From an optimization exercise on the open Yosys and OpenROAD flow, aimed at small area; shortcuts taken in it are not production practice.
Only simulation tests tie the RTL to the original design; equivalence was not proved.
No driver is modelled on the clock port, so clock power and skew are understated where the tree is cut down; a real chip needs a root buffer or a tree.
No activity file was given, so power comes from the tool's default toggle rates.

==> run G <==
Design clock_24hr, start of the top module:
module clock_24hr(clk, rst, tick, sw0, sw1, sw2, sw3, btn0, btn1, btn2, ssd3, ssd2, ssd1, ssd0, alarm_set, leds);
==> module clock_24hr, before the edit <==
module clock_24hr(clk, rst, tick, sw0, sw1, sw2, sw3, btn0, btn1, btn2, ssd3, ssd2, ssd1, ssd0, alarm_set, leds);
	input clk;
	input rst;
	input tick;
	input sw0, sw1, sw2, sw3;
	input btn0, btn1, btn2;
	output [6:0] ssd0, ssd1, ssd2, ssd3;
	output alarm_set;
	output [9:0] leds;
	reg [6:0] cs;            
	reg [3:0] su, mu;        
	reg [2:0] st, mt;        
	reg [4:0] hr;            
	reg [3:0] amu;           
	reg [2:0] amt;           
	reg [4:0] ahr;           
	reg rp, rs, o0, o1, en1, led;
	reg [1:0] y;             
	assign alarm_set = ~sw3;
	assign leds = {10{led}};
	wire [3:0] su_i, mu_i, amu_i, mu1_i;
	wire [2:0] st_i, mt_i, amt_i, mt1_i;
	inc10 i_su (su, su_i);
	inc6  i_st (st, st_i);
	wire cs_wrap = cs[6] & cs[5] & cs[1] & cs[0];    
	wire cs98    = cs[6] & cs[5] & cs[1] & ~cs[0];   
	wire [6:0] cs_n = cs_wrap ? 7'd0 : cs + 7'd1;
	wire su9 = (su == 4'd9);
	wire st5 = (st == 3'd5);
	wire c_s = cs_wrap & su9;             
	wire c_m = c_s & st5;                 
	wire [3:0] su_n = cs_wrap ? (su9 ? 4'd0 : su_i) : su;
	wire [2:0] st_n = c_s ? (st5 ? 3'd0 : st_i) : st;
	wire setm = y[1];
	wire add_m = setm & ~btn0 & o0;
	wire add_h = setm & (btn0 == o0) & ~btn1 & o1;
	wire o0_n = setm ? btn0 : o0;
	wire o1_n = (setm & (btn0 == o0)) ? btn1 : o1;
	wire bm = ~y[0] & add_m, bh = ~y[0] & add_h;
	inc10 i_mu (mu, mu_i);
	inc6  i_mt (mt, mt_i);
	wire mu9 = (mu == 4'd9), mt5 = (mt == 3'd5);
	wire [3:0] mu1 = bm ? (mu9 ? 4'd0 : mu_i) : mu;
	wire [2:0] mt1 = (bm & mu9) ? (mt5 ? 3'd0 : mt_i) : mt;
	wire bhr = bh | (bm & mu9 & mt5);
	wire [4:0] hr1 = bhr ? ((hr == 5'd23) ? 5'd0 : hr + 5'd1) : hr;
	inc10 i_mu1 (mu1, mu1_i);
	inc6  i_mt1 (mt1, mt1_i);
	wire mu19 = (mu1 == 4'd9), mt15 = (mt1 == 3'd5);
	wire chr = c_m & mu19 & mt15;
	wire [3:0] mu_n = c_m ? (mu19 ? 4'd0 : mu1_i) : mu1;
	wire [2:0] mt_n = (c_m & mu19) ? (mt15 ? 3'd0 : mt1_i) : mt1;
	wire [4:0] hr_n = chr ? ((hr1 == 5'd23) ? 5'd0 : hr1 + 5'd1) : hr1;
	wire am = y[0] & add_m, ah = y[0] & add_h;
	inc10 i_amu (amu, amu_i);
	inc6  i_amt (amt, amt_i);
	wire amu9 = (amu == 4'd9), amt5 = (amt == 3'd5);
	wire [3:0] amu_n = am ? (amu9 ? 4'd0 : amu_i) : amu;
	wire [2:0] amt_n = (am & amu9) ? (amt5 ? 3'd0 : amt_i) : amt;
	wire ahinc = ah | (am & amu9 & amt5);
	wire [4:0] ahr_n = ahinc ? ((ahr == 5'd23) ? 5'd0 : ahr + 5'd1) : ahr;
	wire nobtn = btn0 & btn1 & btn2;
	wire match = (su == 4'd0) & (st == 3'd0) & (mu == amu) & (mt == amt) & (hr == ahr);
	wire ring = rp | (rs & match);
	reg [1:0] Y;
	always @(*) begin
		case (y)
			2'd0: Y = sw0 ? 2'd1 : sw1 ? 2'd2 : sw2 ? 2'd3 : 2'd0;
			2'd1: Y = sw0 ? 2'd1 : 2'd0;
			2'd2: Y = sw1 ? 2'd2 : 2'd0;
			default: Y = sw2 ? 2'd3 : 2'd0;
		endcase
	end
	always @(posedge clk) begin
		en1 <= tick & cs98;
		if (rst) begin
			cs <= 7'd0;
			su <= 4'd0; st <= 3'd0; mu <= 4'd0; mt <= 3'd0; hr <= 5'd0;
			amu <= 4'd0; amt <= 3'd0; ahr <= 5'd0;
			rp <= 1'b0; rs <= 1'b0; o0 <= 1'b1; o1 <= 1'b1; y <= 2'd0; led <= 1'b0;
		end else begin
			if (en1) led <= ring & ~led;
			if (tick) begin
				cs <= cs_n;
				su <= su_n; st <= st_n;
				mu <= mu_n; mt <= mt_n; hr <= hr_n;
				amu <= amu_n; amt <= amt_n; ahr <= ahr_n;
				rp <= ring & nobtn; rs <= sw3 & nobtn;
				o0 <= o0_n; o1 <= o1_n;
				y <= Y;
			end
		end
	end
	wire isB = ~y[1] & y[0], isD = y[1] & y[0];
	wire [2:0] ht;
	wire [3:0] hu;
	hour2dig h2d (isD ? ahr : hr, {ht, hu});
	wire [2:0] d3 = isB ? mt : ht;
	wire [3:0] d2 = isB ? mu : hu;
	wire [2:0] d1 = isB ? st : isD ? amt : mt;
	wire [3:0] d0 = isB ? su : isD ? amu : mu;
	ssdd6 seg3 (d3, ssd3);
	ssdd  seg2 (d2, ssd2);
	ssdd6 seg1 (d1, ssd1);
	ssdd  seg0 (d0, ssd0);
endmodule
Settings: LEC_CHECK=0, ABC_AREA=1, CAP_MARGIN=20, CORE_MARGIN=2, CORE_UTILIZATION=80, GPL_TIMING_DRIVEN=0, SLEW_MARGIN=20; clock period 600.0 ns.
standard.sh (not shown) runs the stock make flow with config.mk's settings and CLKGATE_MAP_FILE= SYNTH_SCRIPT=/design/flow/synth_recipe.tcl, a recipe that flattens the netlist after the stock synthesis.
==> flow/flow/run.sh <==
#!/bin/bash
# Own layout flow: the standard synthesis, then the combinational logic between
# the registers re-mapped by ABC for area (registers kept as they are, by name
# and cell), then the standard layout with single-size port buffers.
set -euo pipefail
W=$(pwd)
F=$W/flow
R=$W/orfs/results/$FLOW_PLATFORM/clock_24hr/base
LIB=$FLOW_HOME/platforms/sky130hd/lib/sky130_fd_sc_hd__tt_025C_1v80.lib
YOSYS=$FLOW_HOME/../tools/install/yosys/bin/yosys

# 1. standard synthesis (the standard flow's script, unchanged)
bash standard.sh "$R/1_2_yosys.v" > "$W/1_standard_synth.log" 2>&1
cp "$R/1_2_yosys.v" "$W/standard_1_2_yosys.v"

# 2. re-map the combinational cells; flip-flops stay as black boxes
DONT_USE=""
for c in $(sed -n '/^export DONT_USE_CELLS/,/^$/p' "$FLOW_HOME/platforms/sky130hd/config.mk" | grep -o 'sky130_fd_sc_hd__[a-z0-9_]*'); do
  DONT_USE="$DONT_USE -dont_use $c"
done
# ABC's deepsyn is randomised: map with several seeds in parallel, keep the smallest
remap() {
  local S=$1
  sed "s/@SEED@/$S/" "$F/remap.abc" > "$W/remap_$S.abc"
  cat > "$W/remap_$S.ys" <<EOY
read_liberty -ignore_miss_func $LIB
blackbox sky130_fd_sc_hd__dfxtp_1
read_verilog $W/standard_1_2_yosys.v
hierarchy -top $FLOW_TOP
flatten
opt_clean
abc -script $W/remap_$S.abc -liberty $LIB $DONT_USE
opt_clean
write_verilog -noattr -nohex -nodec $W/remapped_raw_$S.v
design -reset
read_liberty -lib $LIB
read_verilog $W/remapped_raw_$S.v
hierarchy -top $FLOW_TOP
tee -o $W/remap_after_$S.txt stat -liberty $LIB
setundef -zero
splitnets
opt_clean -purge
hilomap -singleton -hicell sky130_fd_sc_hd__conb_1 HI -locell sky130_fd_sc_hd__conb_1 LO
insbuf -buf sky130_fd_sc_hd__buf_1 A X
opt_clean -purge
check -assert -mapped
write_verilog -noattr -nohex -nodec $W/remapped_$S.v
EOY
  "$YOSYS" -s "$W/remap_$S.ys" > "$W/2_remap_$S.log" 2>&1
}
for round in 0 1; do
  pids=""
  for k in 1 2 3 4; do remap $((round * 4 + k)) & pids="$pids $!"; done
  for p in $pids; do wait $p; done
done
best=""; bestarea=""
for S in 1 2 3 4 5 6 7 8; do
  a=$(grep -o "Chip area for module .*: [0-9.]*" "$W/remap_after_$S.txt" | awk '{print $NF}')
  echo "seed $S: $a" >> "$W/2_remap_choice.log"
  if [[ -z "$best" ]] || awk -v x="$a" -v y="$bestarea" 'BEGIN{exit !(x < y)}'; then best=$S; bestarea=$a; fi
done
echo "kept seed $best" >> "$W/2_remap_choice.log"
cp "$W/remapped_$best.v" "$W/remapped.v"
cp "$W/remapped.v" "$R/1_2_yosys.v"

# 3. the standard placement from the re-mapped netlist, with single-size port buffers
export BUFFER_PORTS_ARGS="-buffer_cell sky130_fd_sc_hd__buf_1"
export PRE_GLOBAL_PLACE_TCL="$F/pre_gpl.tcl"
bash standard.sh place > "$W/3_place.log" 2>&1

# 4. clock buffers in place of CTS
RESULTS=$R CLKBUF=${CLKBUF:-sky130_fd_sc_hd__clkbuf_4} CLKBUF_NX=${CLKBUF_NX:-2} CLKBUF_NY=${CLKBUF_NY:-2} \
  openroad -no_init -exit "$F/clock.tcl" > "$W/4_clock.log" 2>&1
cp "$R/3_place.sdc" "$R/4_cts.sdc"

# 5. the rest of the standard flow
bash standard.sh finish > "$W/5_finish.log" 2>&1
==> flow/flow/clock.tcl <==
# Clock buffering in place of CTS: the flip-flops are split by position into
# CLKBUF_NX x CLKBUF_NY groups, each driven by one CLKBUF cell fed from the
# clock port.
set R $::env(RESULTS)
read_db $R/3_place.odb
set block [ord::get_db_block]
set master [[ord::get_db] findMaster $::env(CLKBUF)]
set clk [$block findNet clk]
set lst {}
foreach it [$clk getITerms] {
  set inst [$it getInst]
  set box [$inst getBBox]
  lappend lst [list [expr {([$box xMin] + [$box xMax]) / 2}] [expr {([$box yMin] + [$box yMax]) / 2}] $it]
}
# CLKBUF_NX strips by x, each split into CLKBUF_NY groups by y
set nx $::env(CLKBUF_NX)
set ny $::env(CLKBUF_NY)
proc chunks {l k} {
  set out {}
  set n [llength $l]
  for {set i 0} {$i < $k} {incr i} {
    lappend out [lrange $l [expr {($i * $n) / $k}] [expr {(($i + 1) * $n) / $k - 1}]]
  }
  return $out
}
set groups {}
foreach strip [chunks [lsort -integer -index 0 $lst] $nx] {
  foreach grp [chunks [lsort -integer -index 1 $strip] $ny] { lappend groups $grp }
}
set g 0
foreach grp $groups {
  if {[llength $grp] == 0} { continue }
  set sx 0; set sy 0
  foreach e $grp { incr sx [lindex $e 0]; incr sy [lindex $e 1] }
  set cx [expr {$sx / [llength $grp]}]
  set cy [expr {$sy / [llength $grp]}]
  set net [odb::dbNet_create $block clknet_$g]
  $net setSigType CLOCK
  set buf [odb::dbInst_create $block $master clkbuf_$g]
  $buf setLocation $cx $cy
  $buf setPlacementStatus PLACED
  foreach e $grp {
    set it [lindex $e 2]
    $it disconnect
    $it connect $net
  }
  [$buf findITerm A] connect $clk
  [$buf findITerm X] connect $net
  puts "clock group $g: [llength $grp] sinks, buffer at $cx $cy"
  incr g
}
global_connect
detailed_placement
check_placement -verbose
write_db $R/4_1_cts.odb
Other scripts of this flow, unchanged in this note and not shown: flow/flow/pre_gpl.tcl, flow/flow/remap.abc
==> run C: changes against run G <==
--- a/flow/design.v
+++ b/flow/design.v
@@ -120,13 +120,14 @@
 		endcase
 	end
 	always @(posedge clk) begin
-		en1 <= tick & cs98;
 		if (rst) begin
+			en1 <= 1'b0;
 			cs <= 7'd0;
 			su <= 4'd0; st <= 3'd0; mu <= 4'd0; mt <= 3'd0; hr <= 5'd0;
 			amu <= 4'd0; amt <= 3'd0; ahr <= 5'd0;
 			rp <= 1'b0; rs <= 1'b0; o0 <= 1'b1; o1 <= 1'b1; y <= 2'd0; led <= 1'b0;
 		end else begin
+			en1 <= tick & cs98;
 			if (en1) led <= ring & ~led;
 			if (tick) begin
 				cs <= cs_n;
--- a/flow/flow/run.sh
+++ b/flow/flow/run.sh
@@ -69,7 +69,7 @@
 bash standard.sh place > "$W/3_place.log" 2>&1
 
 # 4. clock buffers in place of CTS
-RESULTS=$R CLKBUF=${CLKBUF:-sky130_fd_sc_hd__clkbuf_4} CLKBUF_NX=${CLKBUF_NX:-2} CLKBUF_NY=${CLKBUF_NY:-2} \
+RESULTS=$R CLKBUF=${CLKBUF:-sky130_fd_sc_hd__clkbuf_8} CLKBUF_NX=${CLKBUF_NX:-3} CLKBUF_NY=${CLKBUF_NY:-1} \
   openroad -no_init -exit "$F/clock.tcl" > "$W/4_clock.log" 2>&1
 cp "$R/3_place.sdc" "$R/4_cts.sdc"
 
CORE_UTILIZATION = 70   (was 80)
==> run H: changes against run G <==
--- a/flow/flow/run.sh
+++ b/flow/flow/run.sh
@@ -48,13 +48,11 @@
 EOY
   "$YOSYS" -s "$W/remap_$S.ys" > "$W/2_remap_$S.log" 2>&1
 }
-for round in 0 1; do
-  pids=""
-  for k in 1 2 3 4; do remap $((round * 4 + k)) & pids="$pids $!"; done
-  for p in $pids; do wait $p; done
-done
+pids=""
+for S in 1 2 3 4; do remap $S & pids="$pids $!"; done
+for p in $pids; do wait $p; done
 best=""; bestarea=""
-for S in 1 2 3 4 5 6 7 8; do
+for S in 1 2 3 4; do
   a=$(grep -o "Chip area for module .*: [0-9.]*" "$W/remap_after_$S.txt" | awk '{print $NF}')
   echo "seed $S: $a" >> "$W/2_remap_choice.log"
   if [[ -z "$best" ]] || awk -v x="$a" -v y="$bestarea" 'BEGIN{exit !(x < y)}'; then best=$S; bestarea=$a; fi
@@ -69,7 +67,7 @@
 bash standard.sh place > "$W/3_place.log" 2>&1
 
 # 4. clock buffers in place of CTS
-RESULTS=$R CLKBUF=${CLKBUF:-sky130_fd_sc_hd__clkbuf_4} CLKBUF_NX=${CLKBUF_NX:-2} CLKBUF_NY=${CLKBUF_NY:-2} \
+RESULTS=$R CLKBUF=${CLKBUF:-sky130_fd_sc_hd__clkbuf_8} CLKBUF_NX=${CLKBUF_NX:-3} CLKBUF_NY=${CLKBUF_NY:-1} \
   openroad -no_init -exit "$F/clock.tcl" > "$W/4_clock.log" 2>&1
 cp "$R/3_place.sdc" "$R/4_cts.sdc"
 
CORE_UTILIZATION = 70   (was 80)
==> comparison table <==
quantity                                                                      run C               run G               run H
Post-place instance area                                                  2540 um^2           2510 um^2           2530 um^2
Met2 track demand over resource in global routing                             0.475               0.617               0.565
M1 WL                                                                       2.45 mm             2.33 mm             2.43 mm
Worst setup slack for register-to-register paths                          595.45 ns           595.91 ns           596.01 ns
Switching power as a share of total power                                     0.246               0.274               0.273
Run status                                                 timing/DRC/antenna clean  timing/DRC/antenna clean  timing/DRC/antenna clean
Starting density of the core                                                  0.733               0.816               0.729
Routed length on met2                                                       2.48 mm             2.95 mm             2.89 mm
P_int                                                                       3.76 uW             3.70 uW             3.84 uW
Fraction of standard cell area in multi-input logic                           0.479               0.478               0.472
Sequential fraction of design power                                           0.629               0.613               0.591
Cell count after synthesis                                                      355                 357                 357
Inst Count DP                                                                   411                 400                 413
Area of the placeable core                                                3340 um^2           2980 um^2           3340 um^2
Global-route wire length before repair                                      9.51 mm             9.34 mm             9.74 mm
Post-route worst hold slack                                                0.481 ns            0.470 ns            0.470 ns
Launch instance of the worst register-to-register path           cs[0]$_SDFFE_PP0P_  cs[1]$_SDFFE_PP0P_  cs[1]$_SDFFE_PP0P_
Sequential cell area share                                                    0.356               0.363               0.359
Post-route cell area                                                      2580 um^2           2540 um^2           2570 um^2
Worst Hold Endpoint                                              cs[6]$_SDFFE_PP0P_         en1$_DFF_P_         en1$_DFF_P_
NumNets Final                                                                   380                 383                 382
Last weighted congestion value of the routability-driven placer               0.866               0.896               0.861
Number of cells on the worst hold path                                            2                   1                   1
Total Power Consumption                                                     4.98 uW             5.10 uW             5.29 uW
Power per unit of standard cell area                                   1.93 nW/um^2        2.01 nW/um^2        2.06 nW/um^2
Largest net degree at the start of global routing                                23                  26                  26
Vias in the first global route                                                 2140                2143                2245
No run of this note takes its clock network from TritonCTS; it comes from the design's own scripts or RTL.

==> static timing again, ports no longer ideal <==
The flow's constraints put no driver on any port. The routed layouts listed below were extracted and timed again, unchanged, in two steps.
Step 1 assumes that a clkbuf_16 drives the clock port and a buf_2 every other input.
Step 2 adds t to the input delays and takes it off the output delays; t is the mean of the earliest and latest rising clock arrival at the registers after step 1. Input paths then give back, and output paths get back, about the clock's delay inside the block.
Slacks: ideal ports / drivers / drivers and shift; pairs: ideal ports / drivers.
run | shift t [ns] | setup WS [ns] | hold slack, ns | worst setup path at the end | latest minus earliest clock arrival (ns)
run G | 0.222 | 359.729 / 359.707 / 359.707 | 0.470 / 0.470 / 0.470 | input to output | 0.010 / 0.009
run C | 0.196 | 359.736 / 359.710 / 359.710 | 0.481 / 0.481 / 0.481 | input to output | 0.009 / 0.009
run H | 0.198 | 359.719 / 359.693 / 359.693 | 0.470 / 0.470 / 0.470 | input to output | 0.014 / 0.014
After both steps setup and hold are still met in every run listed.
